From an optimization exercise on the open Yosys and OpenROAD flow, aimed at small area; shortcuts taken in it are not production practice.

==> build 86 <==
==> flow/design.v <==
`timescale 1ns / 1ps
module myclint #(
    parameter ADDR_W  = 32,
    parameter DATA_W  = 32,
    parameter N_CORES = 8
) (
    input                 clk,  
    input                 rt_clk,  
    input                 reset,  
    input                 valid,  
    input  [ADDR_W-1:0]   address,  
    input  [DATA_W-1:0]   wdata,  
    input  [DATA_W/8-1:0] wstrb,  
    output [DATA_W-1:0]   rdata,  
    output                ready,  
    output [N_CORES-1:0]  mtip,  
    output [N_CORES-1:0]  msip   
);
  wire [15:0] a = address[15:0];
  wire write    = &wstrb;
  wire req      = valid & ~reset;
  wire hit_cmp  = (a[15:6] == 10'h100);    
  wire hit_time = (a[15:3] == 13'h17ff);   
  wire hit_msip = (a[15:5] == 11'h000);    
  wire wr       = req & write;
  reg rsp, ready_q;
  always @(posedge clk) begin
    rsp     <= req & (hit_cmp | hit_time | hit_msip);
    ready_q <= rsp;
  end
  assign ready = ready_q;
  reg [1:0] rtc_s;
  reg       rtc_p;
  always @(posedge clk) begin
    if (reset) begin
      rtc_s <= 2'b00;
      rtc_p <= 1'b0;
    end else begin
      rtc_s <= {rtc_s[0], rt_clk};
      rtc_p <= rtc_s[1];
    end
  end
  wire inc = rtc_s[1] & ~rtc_p;
  wire [31:0] wd0     = wdata & {32{~reset}};
  wire        wr_tlo  = reset | (wr & hit_time & ~a[2]);
  wire        wr_thi  = reset | (wr & hit_time &  a[2]);
  reg  [63:0] mtime;
  wire [63:0] mtime_inc = mtime + {63'b0, inc};
  wire [31:0] mtime_lo_d = wr_tlo ? wd0 : mtime_inc[31:0];    
  always @(posedge clk) begin
    mtime[31:0]  <= mtime_lo_d;
    mtime[63:32] <= wr_thi ? wd0 : mtime_inc[63:32];
  end
  reg [63:0] cmpn0, cmpn1, cmpn2, cmpn3, cmpn4, cmpn5, cmpn6, cmpn7;
  wire [511:0] cmpn = {cmpn7, cmpn6, cmpn5, cmpn4, cmpn3, cmpn2, cmpn1, cmpn0};
  wire [7:0] wr_cmp_lo, wr_cmp_hi;
  genvar k;
  generate
    for (k = 0; k < 8; k = k + 1) begin : g_cmp
      assign wr_cmp_lo[k] = wr & hit_cmp & (a[5:3] == k) & ~a[2];
      assign wr_cmp_hi[k] = wr & hit_cmp & (a[5:3] == k) &  a[2];
    end
  endgenerate
  wire [31:0] wdn = ~wdata & {32{~reset}};
  always @(posedge clk) begin 
    if (reset | wr_cmp_lo[0]) cmpn0[31:0]  <= wdn; 
    if (reset | wr_cmp_hi[0]) cmpn0[63:32] <= wdn; 
  end
  always @(posedge clk) begin 
    if (reset | wr_cmp_lo[1]) cmpn1[31:0]  <= wdn; 
    if (reset | wr_cmp_hi[1]) cmpn1[63:32] <= wdn; 
  end
  always @(posedge clk) begin 
    if (reset | wr_cmp_lo[2]) cmpn2[31:0]  <= wdn; 
    if (reset | wr_cmp_hi[2]) cmpn2[63:32] <= wdn; 
  end
  always @(posedge clk) begin 
    if (reset | wr_cmp_lo[3]) cmpn3[31:0]  <= wdn; 
    if (reset | wr_cmp_hi[3]) cmpn3[63:32] <= wdn; 
  end
  always @(posedge clk) begin 
    if (reset | wr_cmp_lo[4]) cmpn4[31:0]  <= wdn; 
    if (reset | wr_cmp_hi[4]) cmpn4[63:32] <= wdn; 
  end
  always @(posedge clk) begin 
    if (reset | wr_cmp_lo[5]) cmpn5[31:0]  <= wdn; 
    if (reset | wr_cmp_hi[5]) cmpn5[63:32] <= wdn; 
  end
  always @(posedge clk) begin 
    if (reset | wr_cmp_lo[6]) cmpn6[31:0]  <= wdn; 
    if (reset | wr_cmp_hi[6]) cmpn6[63:32] <= wdn; 
  end
  always @(posedge clk) begin 
    if (reset | wr_cmp_lo[7]) cmpn7[31:0]  <= wdn; 
    if (reset | wr_cmp_hi[7]) cmpn7[63:32] <= wdn; 
  end
  wire        ge_lo_w;                                       
  myclint_ge_lo u_ge_lo_w (.m(mtime_lo_d), .cn(wdn), .cin(1'b1), .ge(ge_lo_w));
  reg  [7:0]  ge_lo;
  generate
    for (k = 0; k < 8; k = k + 1) begin : g_ge
      wire ge_lo_k;
      myclint_ge_lo u_ge_lo (.m(mtime_lo_d), .cn(cmpn[64*k +: 32]), .cin(1'b1), .ge(ge_lo_k));
      always @(posedge clk)
        ge_lo[k] <= (reset | wr_cmp_lo[k]) ? ge_lo_w : ge_lo_k;
      myclint_ge_hi u_ge_hi (.m(mtime[63:32]), .cn(cmpn[64*k+32 +: 32]), .cin(ge_lo[k]), .ge(mtip[k]));
    end
  endgenerate
  reg [7:0] msip_q;
  generate
    for (k = 0; k < 8; k = k + 1) begin : g_msip
      always @(posedge clk)
        if (reset | (wr & hit_msip & (a[4:2] == k))) msip_q[k] <= wdata[0] & ~reset;
    end
  endgenerate
  assign msip = msip_q;
  wire [15:0] rs_cmp;
  wire [7:0]  rs_msip;
  generate
    for (k = 0; k < 16; k = k + 1) begin : g_rs_cmp
      assign rs_cmp[k] = hit_cmp & (a[5:2] == k);
    end
    for (k = 0; k < 8; k = k + 1) begin : g_rs_msip
      assign rs_msip[k] = hit_msip & (a[4:2] == k);
    end
  endgenerate
  wire rs_tlo = hit_time & ~a[2];
  wire rs_thi = hit_time &  a[2];
  reg [31:0] rsel;
  integer i;
  always @(*) begin
    rsel = ({32{rs_tlo}} & mtime[31:0]) | ({32{rs_thi}} & mtime[63:32]);
    for (i = 0; i < 16; i = i + 1)
      rsel = rsel | ({32{rs_cmp[i]}} & ~cmpn[32*i +: 32]);
    rsel[0] = rsel[0] | (|(rs_msip & msip_q));
  end
  reg [31:0] rdata_q;
  always @(posedge clk) if (valid) rdata_q <= rsel;
  assign rdata = rdata_q;
endmodule
module myclint_ge_lo (input [31:0] m, input [31:0] cn, input cin, output ge);
  wire [32:0] c0;
  assign c0[0] = cin;
  assign c0[1] = (m[0] & cn[0]) | (m[0] & c0[0]) | (cn[0] & c0[0]);
  assign c0[2] = (m[1] & cn[1]) | (m[1] & c0[1]) | (cn[1] & c0[1]);
  assign c0[3] = (m[2] & cn[2]) | (m[2] & c0[2]) | (cn[2] & c0[2]);
  assign c0[4] = (m[3] & cn[3]) | (m[3] & c0[3]) | (cn[3] & c0[3]);
  assign c0[5] = (m[4] & cn[4]) | (m[4] & c0[4]) | (cn[4] & c0[4]);
  assign c0[6] = (m[5] & cn[5]) | (m[5] & c0[5]) | (cn[5] & c0[5]);
  assign c0[7] = (m[6] & cn[6]) | (m[6] & c0[6]) | (cn[6] & c0[6]);
  assign c0[8] = (m[7] & cn[7]) | (m[7] & c0[7]) | (cn[7] & c0[7]);
  assign c0[9] = (m[8] & cn[8]) | (m[8] & c0[8]) | (cn[8] & c0[8]);
  assign c0[10] = (m[9] & cn[9]) | (m[9] & c0[9]) | (cn[9] & c0[9]);
  assign c0[11] = (m[10] & cn[10]) | (m[10] & c0[10]) | (cn[10] & c0[10]);
  assign c0[12] = (m[11] & cn[11]) | (m[11] & c0[11]) | (cn[11] & c0[11]);
  assign c0[13] = (m[12] & cn[12]) | (m[12] & c0[12]) | (cn[12] & c0[12]);
  assign c0[14] = (m[13] & cn[13]) | (m[13] & c0[13]) | (cn[13] & c0[13]);
  assign c0[15] = (m[14] & cn[14]) | (m[14] & c0[14]) | (cn[14] & c0[14]);
  assign c0[16] = (m[15] & cn[15]) | (m[15] & c0[15]) | (cn[15] & c0[15]);
  assign c0[17] = (m[16] & cn[16]) | (m[16] & c0[16]) | (cn[16] & c0[16]);
  assign c0[18] = (m[17] & cn[17]) | (m[17] & c0[17]) | (cn[17] & c0[17]);
  assign c0[19] = (m[18] & cn[18]) | (m[18] & c0[18]) | (cn[18] & c0[18]);
  assign c0[20] = (m[19] & cn[19]) | (m[19] & c0[19]) | (cn[19] & c0[19]);
  assign c0[21] = (m[20] & cn[20]) | (m[20] & c0[20]) | (cn[20] & c0[20]);
  assign c0[22] = (m[21] & cn[21]) | (m[21] & c0[21]) | (cn[21] & c0[21]);
  assign c0[23] = (m[22] & cn[22]) | (m[22] & c0[22]) | (cn[22] & c0[22]);
  assign c0[24] = (m[23] & cn[23]) | (m[23] & c0[23]) | (cn[23] & c0[23]);
  assign c0[25] = (m[24] & cn[24]) | (m[24] & c0[24]) | (cn[24] & c0[24]);
  assign c0[26] = (m[25] & cn[25]) | (m[25] & c0[25]) | (cn[25] & c0[25]);
  assign c0[27] = (m[26] & cn[26]) | (m[26] & c0[26]) | (cn[26] & c0[26]);
  assign c0[28] = (m[27] & cn[27]) | (m[27] & c0[27]) | (cn[27] & c0[27]);
  assign c0[29] = (m[28] & cn[28]) | (m[28] & c0[28]) | (cn[28] & c0[28]);
  assign c0[30] = (m[29] & cn[29]) | (m[29] & c0[29]) | (cn[29] & c0[29]);
  assign c0[31] = (m[30] & cn[30]) | (m[30] & c0[30]) | (cn[30] & c0[30]);
  assign c0[32] = (m[31] & cn[31]) | (m[31] & c0[31]) | (cn[31] & c0[31]);
  assign ge = c0[32];
endmodule
module myclint_ge_hi (input [31:0] m, input [31:0] cn, input cin, output ge);
  wire [32:0] c0;
  assign c0[0] = cin;
  assign c0[1] = (m[0] & cn[0]) | (m[0] & c0[0]) | (cn[0] & c0[0]);
  assign c0[2] = (m[1] & cn[1]) | (m[1] & c0[1]) | (cn[1] & c0[1]);
  assign c0[3] = (m[2] & cn[2]) | (m[2] & c0[2]) | (cn[2] & c0[2]);
  assign c0[4] = (m[3] & cn[3]) | (m[3] & c0[3]) | (cn[3] & c0[3]);
  assign c0[5] = (m[4] & cn[4]) | (m[4] & c0[4]) | (cn[4] & c0[4]);
  assign c0[6] = (m[5] & cn[5]) | (m[5] & c0[5]) | (cn[5] & c0[5]);
  assign c0[7] = (m[6] & cn[6]) | (m[6] & c0[6]) | (cn[6] & c0[6]);
  assign c0[8] = (m[7] & cn[7]) | (m[7] & c0[7]) | (cn[7] & c0[7]);
  assign c0[9] = (m[8] & cn[8]) | (m[8] & c0[8]) | (cn[8] & c0[8]);
  assign c0[10] = (m[9] & cn[9]) | (m[9] & c0[9]) | (cn[9] & c0[9]);
  assign c0[11] = (m[10] & cn[10]) | (m[10] & c0[10]) | (cn[10] & c0[10]);
  assign c0[12] = (m[11] & cn[11]) | (m[11] & c0[11]) | (cn[11] & c0[11]);
  assign c0[13] = (m[12] & cn[12]) | (m[12] & c0[12]) | (cn[12] & c0[12]);
  assign c0[14] = (m[13] & cn[13]) | (m[13] & c0[13]) | (cn[13] & c0[13]);
  assign c0[15] = (m[14] & cn[14]) | (m[14] & c0[14]) | (cn[14] & c0[14]);
  assign c0[16] = (m[15] & cn[15]) | (m[15] & c0[15]) | (cn[15] & c0[15]);
  assign c0[17] = (m[16] & cn[16]) | (m[16] & c0[16]) | (cn[16] & c0[16]);
  assign c0[18] = (m[17] & cn[17]) | (m[17] & c0[17]) | (cn[17] & c0[17]);
  assign c0[19] = (m[18] & cn[18]) | (m[18] & c0[18]) | (cn[18] & c0[18]);
  assign c0[20] = (m[19] & cn[19]) | (m[19] & c0[19]) | (cn[19] & c0[19]);
  assign c0[21] = (m[20] & cn[20]) | (m[20] & c0[20]) | (cn[20] & c0[20]);
  assign c0[22] = (m[21] & cn[21]) | (m[21] & c0[21]) | (cn[21] & c0[21]);
  assign c0[23] = (m[22] & cn[22]) | (m[22] & c0[22]) | (cn[22] & c0[22]);
  assign c0[24] = (m[23] & cn[23]) | (m[23] & c0[23]) | (cn[23] & c0[23]);
  assign c0[25] = (m[24] & cn[24]) | (m[24] & c0[24]) | (cn[24] & c0[24]);
  assign c0[26] = (m[25] & cn[25]) | (m[25] & c0[25]) | (cn[25] & c0[25]);
  assign c0[27] = (m[26] & cn[26]) | (m[26] & c0[26]) | (cn[26] & c0[26]);
  assign c0[28] = (m[27] & cn[27]) | (m[27] & c0[27]) | (cn[27] & c0[27]);
  assign c0[29] = (m[28] & cn[28]) | (m[28] & c0[28]) | (cn[28] & c0[28]);
  assign c0[30] = (m[29] & cn[29]) | (m[29] & c0[29]) | (cn[29] & c0[29]);
  assign c0[31] = (m[30] & cn[30]) | (m[30] & c0[30]) | (cn[30] & c0[30]);
  assign c0[32] = (m[31] & cn[31]) | (m[31] & c0[31]) | (cn[31] & c0[31]);
  assign ge = c0[32];
endmodule
==> flow/flow/run.sh <==
#!/bin/bash
# Own layout flow: the standard ORFS flow (standard.sh) with
#  - synthesis using an area-oriented abc script (flow/synth.tcl, flow/area.abc),
#  - the smallest buffer on the ports,
#  - a clock tree of small clock buffers without dummy loads.
# Each step's full log stays in orfs/logs/ (ORFS writes one per step); make's
# own output goes to flow_make.log in the work folder.
set -euo pipefail
W=$(pwd)
export OWN_FLOW_DIR=$W/flow
CTS="-sink_clustering_enable -repair_clock_nets -dont_use_dummy_load"
CTS="$CTS -buf_list {sky130_fd_sc_hd__clkbuf_8} -root_buf sky130_fd_sc_hd__clkbuf_16"
CTS="$CTS -sink_clustering_size 16 -sink_clustering_max_diameter 100"
bash standard.sh \
  SYNTH_SCRIPT=$W/flow/synth.tcl \
  "BUFFER_PORTS_ARGS=-buffer_cell sky130_fd_sc_hd__buf_1" \
  "CTS_ARGS=$CTS" \
  finish > $W/flow_make.log 2>&1
==> flow/flow/area.abc <==
&get -n
&st
&syn2
&dch
&nf -R 1000
&put
==> flow/flow/synth.tcl <==
# The standard flow's synthesis script (synth_recipe.tcl), with the abc step given an
# area-oriented script; everything else, the flip-flop mapping included, is as
# in the standard synthesis.
proc synth {args} { yosys synth -nofsm -noshare {*}$args }
proc abc {args} {
  set i [lsearch -exact $args -script]
  if {$i >= 0} { lset args [expr {$i + 1}] $::env(OWN_FLOW_DIR)/area.abc }
  yosys abc {*}$args
}
source $::env(SCRIPTS_DIR)/synth.tcl
# left out here: clear keep_hierarchy, flatten, clean up, hide names made inside functions, write 1_2_yosys.v
==> flow/standard.sh <==
#!/bin/bash
# synth_recipe.tcl (not shown) runs the flow's synth.tcl, then flattens the netlist and writes it again
# the make line also repeats each setting of config.mk as NAME=value (left out here)
make -C /OpenROAD-flow-scripts/flow DESIGN_CONFIG=/design/flow/config.mk WORK_HOME=/design/flow/orfs CLKGATE_MAP_FILE= SYNTH_SCRIPT=/design/flow/synth_recipe.tcl "${@:-finish}"
==> flow/config.mk <==
export PLATFORM = sky130hd
export DESIGN_NAME = myclint
export DESIGN_NICKNAME = myclint
export VERILOG_FILES = /design/flow/design.v
export SDC_FILE = /design/flow/constraint.sdc
export NUM_CORES = 4
export LEC_CHECK = 0
export CAP_MARGIN = 20
export CORE_MARGIN = 2
export CORE_UTILIZATION = 40
export SLEW_MARGIN = 20
==> flow/constraint.sdc <==
create_clock -name core_clock -period 6.0 [get_ports {clk}]
set_input_delay 1.2000 -clock core_clock [delete_from_list [all_inputs] [get_ports {clk}]]
set_output_delay 1.2000 -clock core_clock [all_outputs]
set_load 0.01 [all_outputs]
==> inputs of trial 49, as changes to build 86 <==
==> flow/design.v, changed modules only <==
module myclint #(
    parameter ADDR_W  = 32,
    parameter DATA_W  = 32,
    parameter N_CORES = 8
) (
    input                 clk,  
    input                 rt_clk,  
    input                 reset,  
    input                 valid,  
    input  [ADDR_W-1:0]   address,  
    input  [DATA_W-1:0]   wdata,  
    input  [DATA_W/8-1:0] wstrb,  
    output [DATA_W-1:0]   rdata,  
    output                ready,  
    output [N_CORES-1:0]  mtip,  
    output [N_CORES-1:0]  msip   
);
  wire [15:0] a = address[15:0];
  wire write    = &wstrb;
  wire req      = valid & ~reset;
  wire hit_cmp  = (a[15:6] == 10'h100);    
  wire hit_time = (a[15:3] == 13'h17ff);   
  wire hit_msip = (a[15:5] == 11'h000);    
  wire wr       = req & write;
  reg rsp, ready_q;
  always @(posedge clk) begin
    rsp     <= req & (hit_cmp | hit_time | hit_msip);
    ready_q <= rsp;
  end
  assign ready = ready_q;
  reg [1:0] rtc_s;
  reg       rtc_p;
  always @(posedge clk) begin
    if (reset) begin
      rtc_s <= 2'b00;
      rtc_p <= 1'b0;
    end else begin
      rtc_s <= {rtc_s[0], rt_clk};
      rtc_p <= rtc_s[1];
    end
  end
  wire inc = rtc_s[1] & ~rtc_p;
  wire [31:0] wd0     = wdata & {32{~reset}};
  wire        wr_tlo  = reset | (wr & hit_time & ~a[2]);
  wire        wr_thi  = reset | (wr & hit_time &  a[2]);
  reg  [63:0] mtime;
  wire [63:0] mtime_inc = mtime + {63'b0, inc};
  always @(posedge clk) begin
    mtime[31:0]  <= wr_tlo ? wd0 : mtime_inc[31:0];
    mtime[63:32] <= wr_thi ? wd0 : mtime_inc[63:32];
  end
  reg [63:0] cmpn0, cmpn1, cmpn2, cmpn3, cmpn4, cmpn5, cmpn6, cmpn7;
  wire [511:0] cmpn = {cmpn7, cmpn6, cmpn5, cmpn4, cmpn3, cmpn2, cmpn1, cmpn0};
  wire [7:0] wr_cmp_lo, wr_cmp_hi;
  genvar k;
  generate
    for (k = 0; k < 8; k = k + 1) begin : g_cmp
      assign wr_cmp_lo[k] = wr & hit_cmp & (a[5:3] == k) & ~a[2];
      assign wr_cmp_hi[k] = wr & hit_cmp & (a[5:3] == k) &  a[2];
    end
  endgenerate
  wire [31:0] wdn = ~wdata & {32{~reset}};
  always @(posedge clk) begin 
    if (reset | wr_cmp_lo[0]) cmpn0[31:0]  <= wdn; 
    if (reset | wr_cmp_hi[0]) cmpn0[63:32] <= wdn; 
  end
  always @(posedge clk) begin 
    if (reset | wr_cmp_lo[1]) cmpn1[31:0]  <= wdn; 
    if (reset | wr_cmp_hi[1]) cmpn1[63:32] <= wdn; 
  end
  always @(posedge clk) begin 
    if (reset | wr_cmp_lo[2]) cmpn2[31:0]  <= wdn; 
    if (reset | wr_cmp_hi[2]) cmpn2[63:32] <= wdn; 
  end
  always @(posedge clk) begin 
    if (reset | wr_cmp_lo[3]) cmpn3[31:0]  <= wdn; 
    if (reset | wr_cmp_hi[3]) cmpn3[63:32] <= wdn; 
  end
  always @(posedge clk) begin 
    if (reset | wr_cmp_lo[4]) cmpn4[31:0]  <= wdn; 
    if (reset | wr_cmp_hi[4]) cmpn4[63:32] <= wdn; 
  end
  always @(posedge clk) begin 
    if (reset | wr_cmp_lo[5]) cmpn5[31:0]  <= wdn; 
    if (reset | wr_cmp_hi[5]) cmpn5[63:32] <= wdn; 
  end
  always @(posedge clk) begin 
    if (reset | wr_cmp_lo[6]) cmpn6[31:0]  <= wdn; 
    if (reset | wr_cmp_hi[6]) cmpn6[63:32] <= wdn; 
  end
  always @(posedge clk) begin 
    if (reset | wr_cmp_lo[7]) cmpn7[31:0]  <= wdn; 
    if (reset | wr_cmp_hi[7]) cmpn7[63:32] <= wdn; 
  end
  generate
    for (k = 0; k < 8; k = k + 1) begin : g_ge
      myclint_ge64 u_ge (.m(mtime), .cn(cmpn[64*k +: 64]), .ge(mtip[k]));
    end
  endgenerate
  reg [7:0] msip_q;
  generate
    for (k = 0; k < 8; k = k + 1) begin : g_msip
      always @(posedge clk)
        if (reset | (wr & hit_msip & (a[4:2] == k))) msip_q[k] <= wdata[0] & ~reset;
    end
  endgenerate
  assign msip = msip_q;
  wire [15:0] rs_cmp;
  wire [7:0]  rs_msip;
  generate
    for (k = 0; k < 16; k = k + 1) begin : g_rs_cmp
      assign rs_cmp[k] = hit_cmp & (a[5:2] == k);
    end
    for (k = 0; k < 8; k = k + 1) begin : g_rs_msip
      assign rs_msip[k] = hit_msip & (a[4:2] == k);
    end
  endgenerate
  wire rs_tlo = hit_time & ~a[2];
  wire rs_thi = hit_time &  a[2];
  reg [31:0] rsel;
  integer i;
  always @(*) begin
    rsel = ({32{rs_tlo}} & mtime[31:0]) | ({32{rs_thi}} & mtime[63:32]);
    for (i = 0; i < 16; i = i + 1)
      rsel = rsel | ({32{rs_cmp[i]}} & ~cmpn[32*i +: 32]);
    rsel[0] = rsel[0] | (|(rs_msip & msip_q));
  end
  reg [31:0] rdata_q;
  always @(posedge clk) if (valid) rdata_q <= rsel;
  assign rdata = rdata_q;
endmodule
module myclint_ge64 (input [63:0] m, input [63:0] cn, output ge);
  wire [24:0] c0;
  assign c0[1] = m[0] | cn[0];
  assign c0[2] = (m[1] & cn[1]) | (m[1] & c0[1]) | (cn[1] & c0[1]);
  assign c0[3] = (m[2] & cn[2]) | (m[2] & c0[2]) | (cn[2] & c0[2]);
  assign c0[4] = (m[3] & cn[3]) | (m[3] & c0[3]) | (cn[3] & c0[3]);
  assign c0[5] = (m[4] & cn[4]) | (m[4] & c0[4]) | (cn[4] & c0[4]);
  assign c0[6] = (m[5] & cn[5]) | (m[5] & c0[5]) | (cn[5] & c0[5]);
  assign c0[7] = (m[6] & cn[6]) | (m[6] & c0[6]) | (cn[6] & c0[6]);
  assign c0[8] = (m[7] & cn[7]) | (m[7] & c0[7]) | (cn[7] & c0[7]);
  assign c0[9] = (m[8] & cn[8]) | (m[8] & c0[8]) | (cn[8] & c0[8]);
  assign c0[10] = (m[9] & cn[9]) | (m[9] & c0[9]) | (cn[9] & c0[9]);
  assign c0[11] = (m[10] & cn[10]) | (m[10] & c0[10]) | (cn[10] & c0[10]);
  assign c0[12] = (m[11] & cn[11]) | (m[11] & c0[11]) | (cn[11] & c0[11]);
  assign c0[13] = (m[12] & cn[12]) | (m[12] & c0[12]) | (cn[12] & c0[12]);
  assign c0[14] = (m[13] & cn[13]) | (m[13] & c0[13]) | (cn[13] & c0[13]);
  assign c0[15] = (m[14] & cn[14]) | (m[14] & c0[14]) | (cn[14] & c0[14]);
  assign c0[16] = (m[15] & cn[15]) | (m[15] & c0[15]) | (cn[15] & c0[15]);
  assign c0[17] = (m[16] & cn[16]) | (m[16] & c0[16]) | (cn[16] & c0[16]);
  assign c0[18] = (m[17] & cn[17]) | (m[17] & c0[17]) | (cn[17] & c0[17]);
  assign c0[19] = (m[18] & cn[18]) | (m[18] & c0[18]) | (cn[18] & c0[18]);
  assign c0[20] = (m[19] & cn[19]) | (m[19] & c0[19]) | (cn[19] & c0[19]);
  assign c0[21] = (m[20] & cn[20]) | (m[20] & c0[20]) | (cn[20] & c0[20]);
  assign c0[22] = (m[21] & cn[21]) | (m[21] & c0[21]) | (cn[21] & c0[21]);
  assign c0[23] = (m[22] & cn[22]) | (m[22] & c0[22]) | (cn[22] & c0[22]);
  assign c0[24] = (m[23] & cn[23]) | (m[23] & c0[23]) | (cn[23] & c0[23]);
  wire [20:0] c1;
  assign c1[1] = m[24] & cn[24];
  assign c1[2] = (m[25] & cn[25]) | (m[25] & c1[1]) | (cn[25] & c1[1]);
  assign c1[3] = (m[26] & cn[26]) | (m[26] & c1[2]) | (cn[26] & c1[2]);
  assign c1[4] = (m[27] & cn[27]) | (m[27] & c1[3]) | (cn[27] & c1[3]);
  assign c1[5] = (m[28] & cn[28]) | (m[28] & c1[4]) | (cn[28] & c1[4]);
  assign c1[6] = (m[29] & cn[29]) | (m[29] & c1[5]) | (cn[29] & c1[5]);
  assign c1[7] = (m[30] & cn[30]) | (m[30] & c1[6]) | (cn[30] & c1[6]);
  assign c1[8] = (m[31] & cn[31]) | (m[31] & c1[7]) | (cn[31] & c1[7]);
  assign c1[9] = (m[32] & cn[32]) | (m[32] & c1[8]) | (cn[32] & c1[8]);
  assign c1[10] = (m[33] & cn[33]) | (m[33] & c1[9]) | (cn[33] & c1[9]);
  assign c1[11] = (m[34] & cn[34]) | (m[34] & c1[10]) | (cn[34] & c1[10]);
  assign c1[12] = (m[35] & cn[35]) | (m[35] & c1[11]) | (cn[35] & c1[11]);
  assign c1[13] = (m[36] & cn[36]) | (m[36] & c1[12]) | (cn[36] & c1[12]);
  assign c1[14] = (m[37] & cn[37]) | (m[37] & c1[13]) | (cn[37] & c1[13]);
  assign c1[15] = (m[38] & cn[38]) | (m[38] & c1[14]) | (cn[38] & c1[14]);
  assign c1[16] = (m[39] & cn[39]) | (m[39] & c1[15]) | (cn[39] & c1[15]);
  assign c1[17] = (m[40] & cn[40]) | (m[40] & c1[16]) | (cn[40] & c1[16]);
  assign c1[18] = (m[41] & cn[41]) | (m[41] & c1[17]) | (cn[41] & c1[17]);
  assign c1[19] = (m[42] & cn[42]) | (m[42] & c1[18]) | (cn[42] & c1[18]);
  assign c1[20] = (m[43] & cn[43]) | (m[43] & c1[19]) | (cn[43] & c1[19]);
  wire p1 = &(m[43:24] | cn[43:24]);
  wire [20:0] c2;
  assign c2[1] = m[44] & cn[44];
  assign c2[2] = (m[45] & cn[45]) | (m[45] & c2[1]) | (cn[45] & c2[1]);
  assign c2[3] = (m[46] & cn[46]) | (m[46] & c2[2]) | (cn[46] & c2[2]);
  assign c2[4] = (m[47] & cn[47]) | (m[47] & c2[3]) | (cn[47] & c2[3]);
  assign c2[5] = (m[48] & cn[48]) | (m[48] & c2[4]) | (cn[48] & c2[4]);
  assign c2[6] = (m[49] & cn[49]) | (m[49] & c2[5]) | (cn[49] & c2[5]);
  assign c2[7] = (m[50] & cn[50]) | (m[50] & c2[6]) | (cn[50] & c2[6]);
  assign c2[8] = (m[51] & cn[51]) | (m[51] & c2[7]) | (cn[51] & c2[7]);
  assign c2[9] = (m[52] & cn[52]) | (m[52] & c2[8]) | (cn[52] & c2[8]);
  assign c2[10] = (m[53] & cn[53]) | (m[53] & c2[9]) | (cn[53] & c2[9]);
  assign c2[11] = (m[54] & cn[54]) | (m[54] & c2[10]) | (cn[54] & c2[10]);
  assign c2[12] = (m[55] & cn[55]) | (m[55] & c2[11]) | (cn[55] & c2[11]);
  assign c2[13] = (m[56] & cn[56]) | (m[56] & c2[12]) | (cn[56] & c2[12]);
  assign c2[14] = (m[57] & cn[57]) | (m[57] & c2[13]) | (cn[57] & c2[13]);
  assign c2[15] = (m[58] & cn[58]) | (m[58] & c2[14]) | (cn[58] & c2[14]);
  assign c2[16] = (m[59] & cn[59]) | (m[59] & c2[15]) | (cn[59] & c2[15]);
  assign c2[17] = (m[60] & cn[60]) | (m[60] & c2[16]) | (cn[60] & c2[16]);
  assign c2[18] = (m[61] & cn[61]) | (m[61] & c2[17]) | (cn[61] & c2[17]);
  assign c2[19] = (m[62] & cn[62]) | (m[62] & c2[18]) | (cn[62] & c2[18]);
  assign c2[20] = (m[63] & cn[63]) | (m[63] & c2[19]) | (cn[63] & c2[19]);
  wire p2 = &(m[63:44] | cn[63:44]);
  wire t0_0g = c1[20] | (p1 & c0[24]);
  wire t1_0g = c2[20] | (p2 & t0_0g);
  assign ge = t1_0g;
endmodule
// module myclint_ge_lo removed
// module myclint_ge_hi removed
--- a/flow/flow/run.sh
+++ b/flow/flow/run.sh
@@ -12,3 +12,3 @@
 CTS="$CTS -buf_list {sky130_fd_sc_hd__clkbuf_8} -root_buf sky130_fd_sc_hd__clkbuf_16"
-CTS="$CTS -sink_clustering_size 16 -sink_clustering_max_diameter 100"
+CTS="$CTS -sink_clustering_size 14 -sink_clustering_max_diameter 100"
 bash standard.sh \
==> flow/flow/area.abc (replaced) <==
&get -n
&st
&dc2
&syn2
&dch
&nf -R 1000 -p
&st
&dch
&nf -R 1000 -p
&put
--- a/flow/config.mk
+++ b/flow/config.mk
@@ -10,2 +10,3 @@
 export CORE_UTILIZATION = 40
+export SETUP_SLACK_MARGIN = 0.2
 export SLEW_MARGIN = 20
==> flow_summary.json <==
{
  "non_clock_inverter_count": 2,
  "synth_area_per_cell_sq_um": 12.33,
  "worstSetupEndpoint": "mtip[1]",
  "cts_resized": 109,
  "layoutNonFillerInstCount": 3486,
  "status": "complete, no violations",
  "fmax_mhz": 171.9,
  "dpl-instance-area_sq_um": 30630,
  "syn_inst": 2290,
  "setup_slack_ns": 0.1837,
  "p_seq_frac": 0.662,
  "multi_input_area_sq_um": 10930
}
(the above is from trial 49)
==> flow_summary.json <==
{
  "cts_resized": 223,
  "synth_area_per_cell_sq_um": 12.57,
  "setup_viol": 16,
  "hold_start": "rsp",
  "non_clock_inverter_count": 12,
  "status": "complete, but fails checks",
  "failed_checks": "negative setup slack",
  "multi_input_area_sq_um": 11520,
  "syn_inst": 2263,
  "setup_slack_ns": -1.441,
  "clk_pin_slew_worst_paths_ns": 0.11,
  "synthFlopType": "edfxtp_1",
  "fmax_mhz": 134.4
}
(the above is from build 86)
No functional check of the RTL was part of any run of this note.

[what the ideal ports hide]
Ports are ideal in the flow. The routed layouts listed here were re-timed in OpenROAD. Step 1 sets driving cells, clkbuf_16 on the clock port and buf_2 on the other inputs (assumed; they add their load-dependent delay and slew). Step 2 moves the port delays by t, midway between the first and last clock arrival at a register: inputs arrive t later, outputs are due t later. That takes back most of the time a late clock gives input paths. Three values: ideal ports, drivers, drivers and shift; two values: the first two.
run	t (ns)	slack for setup (ns)	worst setup path after step 2	clock arrival spread, ns	cell pins on the clock port's net
build 86	0.641	-1.441 / -1.405 / -2.046	input to register	0.063 / 0.063	1
trial 49	0.639	0.184 / 0.120 / 0.759	register to output	0.045 / 0.046	1
The setup slack of build 86, which loses most, moves by +0.036 ns with the drivers and by -0.605 ns with both steps.
